Source: an optimization exercise on an open RTL-to-GDS flow (aim: small area, a short achievable clock period and few clock cycles per item). Production flows keep margins and buffers that such runs may drop. Function was checked by simulation only, so behaviour that the tests miss may differ from the original. Power figures rest on the tool's default switching activity, not on a simulated workload.

==> flow/design.v (excerpt) <==
module MS_DMAC_AHBL (
    input   wire    HCLK,
    input   wire    HRESETn,
    output  wire    IRQ,
    input wire          HSEL,
    input wire [31:0]   HADDR,
    input wire [1:0]    HTRANS,
    input wire          HWRITE,
    input wire          HREADY,
    input wire [31:0]   HWDATA,
    input wire [2:0]    HSIZE,
    output wire         HREADYOUT,
    output wire [31:0]  HRDATA,
    output wire [31:0]  M_HADDR,
    output wire [1:0]   M_HTRANS,
    output wire [2:0] 	M_HSIZE,
    output wire         M_HWRITE,
    output wire [31:0]  M_HWDATA,
    input wire          M_HREADY,
    input wire [31:0]   M_HRDATA
);
Size: roughly 1100 cells after synthesis, roughly 320 flip-flops, ~210 I/O pins, about 14000 µm² of cells after synthesis.
==> flow/config.mk <==
export PLATFORM = sky130hd
export DESIGN_NAME = MS_DMAC_AHBL
export DESIGN_NICKNAME = MS_DMAC_AHBL
export VERILOG_FILES = /design/flow/design.v
export SDC_FILE = /design/flow/constraint.sdc
export NUM_CORES = 4
export LEC_CHECK = 0
export ABC_CLOCK_PERIOD_IN_PS = 2500
export CAP_MARGIN = 20
export CORE_MARGIN = 2
export CORE_UTILIZATION = 68
export CTS_CLUSTER_DIAMETER = 100
export CTS_CLUSTER_SIZE = 25
export SETUP_SLACK_MARGIN = 4.5
export SLEW_MARGIN = 20
export TNS_END_PERCENT = 100
==> flow/constraint.sdc <==
create_clock -name core_clock -period 7.0 [get_ports {HCLK}]
set_input_delay 1.4000 -clock core_clock [delete_from_list [all_inputs] [get_ports {HCLK}]]
set_output_delay 1.4000 -clock core_clock [all_outputs]
set_load 0.01 [all_outputs]
standard.sh (not shown) runs the stock make flow with config.mk's settings and CLKGATE_MAP_FILE= SYNTH_SCRIPT=/design/flow/synth_recipe.tcl, a recipe that flattens the netlist after the stock synthesis.
==> flow/flow/run.sh <==
#!/bin/bash
# Standard layout, with every port buffered by the smallest buffer
# (timing repair resizes them where it needs to).
set -euo pipefail
export BUFFER_PORTS_ARGS="-buffer_cell sky130_fd_sc_hd__buf_1"
bash standard.sh synth > synth.log 2>&1
bash standard.sh > layout.log 2>&1
Testbench counts at the start, summed over its fixed seeds: cycles 100,757, items 25,289.
Then changed:
Settings changed: CORE_UTILIZATION 68 to 40, CTS_CLUSTER_DIAMETER 100 to not set, CTS_CLUSTER_SIZE 25 to not set.
=> The new run passed the timing, design-rule and antenna checks; area after synthesis stays the same; count of clock-buffer cells in the layout came out higher by 30; global-route usage came out lower by 11 points; sequential cell count stays the same; synthesized cell count is unchanged.

---

Another version of the RTL of MS_DMAC_AHBL (not shown whole).
Size: about 990 cells after synthesis, about 280 flip-flops, ~0.012 mm² of cells after synthesis.
Design MS_DMAC_AHBL, start of the top module:
module MS_DMAC_AHBL (
    input   wire    HCLK,
    input   wire    HRESETn,
    output  wire    IRQ,
    input wire          HSEL,
    input wire [31:0]   HADDR,
    input wire [1:0]    HTRANS,
    input wire          HWRITE,
    input wire          HREADY,
    input wire [31:0]   HWDATA,
    input wire [2:0]    HSIZE,
    output wire         HREADYOUT,
    output wire [31:0]  HRDATA,
    output wire [31:0]  M_HADDR,
    output wire [1:0]   M_HTRANS,
    output wire [2:0] 	M_HSIZE,
    output wire         M_HWRITE,
    output wire [31:0]  M_HWDATA,
    input wire          M_HREADY,
    input wire [31:0]   M_HRDATA
);
export LEC_CHECK = 0
export ABC_CLOCK_PERIOD_IN_PS = 2500
export CAP_MARGIN = 20
export CORE_MARGIN = 2
export CORE_UTILIZATION = 65
export CTS_CLUSTER_DIAMETER = 100
export CTS_CLUSTER_SIZE = 25
export SETUP_SLACK_MARGIN = 4.5
export SLEW_MARGIN = 20
export TNS_END_PERCENT = 100
create_clock -name core_clock -period 7.0 [get_ports {HCLK}]
Scripts as last shown in full above: flow/flow/run.sh
Testbench counts at the start, summed over its fixed seeds: cycles 100,747, items 25,289.
==> next run, changes <==
- CORE_UTILIZATION: 65 -> 55
- SETUP_SLACK_MARGIN: 4.5 -> 4.55
Outcome: Synthesized area is unchanged; via count is lower by 2.5%; worst setup slack improved by 0.025 ns; power is higher by about 1.3%; die area is higher by 18%; core utilization is lower by 9.9 points; flip-flop and latch count is unchanged.
==> next run, changes <==
- CORE_UTILIZATION: 55 -> 60
- SETUP_SLACK_MARGIN: 4.55 -> 4.52
What happened: The new run finished with timing, DRC and antenna clean; worst setup slack hardly moves; first-iteration DRC count came out higher by about a fifth; wire length came out lower slightly; flip-flop and latch count does not change; combinational power hardly moves; clock power came out lower slightly; core utilization came out higher by 5.2 points.
==> next run, changes <==
- CORE_UTILIZATION: 60 -> 55
- SETUP_SLACK_MARGIN: 4.52 -> 4.5
What happened: Fmax falls slightly. Final cell count rises slightly. Total power falls slightly. Final area falls slightly. Wire length rises by a few percent. Worst setup slack loses 0.026 ns. Via count falls slightly. Count of clock-buffer cells in the layout stays the same. Core utilization falls by 5.9 points. Sequential cell count is unchanged. Global-route usage falls by 1.4 points.
==> next run, changes <==
- GPL_ROUTABILITY_DRIVEN: default -> 0
The new run went through all stages and came out clean.
Area after synthesis stays the same.
Worst setup slack does not change.
Non-clock buffer count stays the same.
Power does not change.

---

Another version of the RTL of MS_DMAC_AHBL (not shown whole).
Size: about 1,100 cells after synthesis, roughly 210 I/O pins, about 0.014 mm² of cells after synthesis.
==> flow/config.mk <==
export PLATFORM = sky130hd
export DESIGN_NAME = MS_DMAC_AHBL
export DESIGN_NICKNAME = MS_DMAC_AHBL
export VERILOG_FILES = /design/flow/design.v
export SDC_FILE = /design/flow/constraint.sdc
export NUM_CORES = 4
export LEC_CHECK = 0
export ABC_CLOCK_PERIOD_IN_PS = 2500
export CAP_MARGIN = 20
export CORE_MARGIN = 2
export CORE_UTILIZATION = 48
export CTS_CLUSTER_DIAMETER = 100
export CTS_CLUSTER_SIZE = 25
export SETUP_SLACK_MARGIN = 4.5
export SLEW_MARGIN = 20
export TNS_END_PERCENT = 100
==> flow/constraint.sdc <==
create_clock -name core_clock -period 7.0 [get_ports {HCLK}]
set_input_delay 1.4000 -clock core_clock [delete_from_list [all_inputs] [get_ports {HCLK}]]
set_output_delay 1.4000 -clock core_clock [all_outputs]
set_load 0.01 [all_outputs]
Scripts as last shown in full above: flow/flow/run.sh
Testbench counts at the start, summed over its fixed seeds: cycles 100,757, items 25,289.
==> next run, changes <==
- CORE_UTILIZATION: 48 -> 55
- SETUP_SLACK_MARGIN: 4.5 -> 4.58
=>
- design area grows by a few percent
- critical path depth climbs by 6
- count of clock-buffer cells in the layout is unchanged
- sequential cell count is unchanged
- worst hold slack improved by 0.026 ns
==> next run, changes <==
- ABC_CLOCK_PERIOD_IN_PS: 2500 -> 2000
- SETUP_SLACK_MARGIN: 4.58 -> 4.5
Final area came out lower by 4.4%.
Synthesized cell count stays the same.
Combinational power goes down by about 9%.
Utilization is lower by 3.0 points.
Clock-buffer cell count shrinks by 1.
Fmax went up by 1.7%.
==> next run, changes <==
- ABC_CLOCK_PERIOD_IN_PS: 2000 -> 2500
Outcome: Final cell count does not change. First-iteration DRC count stays the same. Cell area stays the same. Synthesized area is unchanged.

## afterwards: timing with drivers on the ports
The flow's constraints put no driver on any port. The routed layouts listed below were extracted and timed again, unchanged, in two steps. Step 1 assumes that a clkbuf_16 drives the clock port and a buf_2 every other input. Step 2, shift: input delay + t, output delay - t, t = (earliest + latest rising clock arrival at the registers) / 2. This alone moves slack from input paths to output paths. Three values: ideal ports, drivers, drivers and shift; two values: the first two.
| run | t (ns) | setup slack, ns | worst hold slack (ns) | worst setup path at the end | slew at the worst register clock pin (ns) |
|---|---|---|---|---|---|
| the first run of note 1 | 0.554 | 4.441 / 4.392 / 3.958 | 0.497 / 0.497 / 0.497 | input to register | 0.10 / 0.10 |
| the second run of note 1 | 0.577 | 4.450 / 4.399 / 3.955 | 0.490 / 0.490 / 0.490 | input to register | 0.06 / 0.06 |
| the first run of note 2 | 0.519 | 4.483 / 4.457 / 4.091 | 0.484 / 0.484 / 0.484 | input to register | 0.10 / 0.10 |
| the second run of note 2 | 0.530 | 4.507 / 4.460 / 4.114 | 0.497 / 0.497 / 0.497 | input to register | 0.11 / 0.11 |
| the third run of note 2 | 0.523 | 4.506 / 4.463 / 4.121 | 0.493 / 0.493 / 0.493 | input to register | 0.11 / 0.11 |
| the fourth run of note 2 | 0.528 | 4.480 / 4.433 / 4.092 | 0.503 / 0.503 / 0.503 | input to register | 0.11 / 0.11 |
| the fifth run of note 2 | 0.528 | 4.480 / 4.433 / 4.092 | 0.503 / 0.503 / 0.503 | input to register | 0.11 / 0.11 |
| the first run of note 3 | 0.565 | 4.491 / 4.440 / 4.020 | 0.473 / 0.473 / 0.473 | input to register | 0.11 / 0.11 |
| the second run of note 3 | 0.565 | 4.469 / 4.434 / 3.936 | 0.499 / 0.499 / 0.499 | input to register | 0.11 / 0.11 |
| the third run of note 3 | 0.554 | 4.511 / 4.462 / 4.004 | 0.503 / 0.503 / 0.503 | input to register | 0.11 / 0.11 |
| the fourth run of note 3 | 0.554 | 4.511 / 4.462 / 4.004 | 0.503 / 0.503 / 0.503 | input to register | 0.11 / 0.11 |
After both steps setup and hold are still met in every run listed. For the second run of note 3, which loses most, drivers alone change the setup slack by -0.035 ns; drivers and shift together by -0.533 ns.
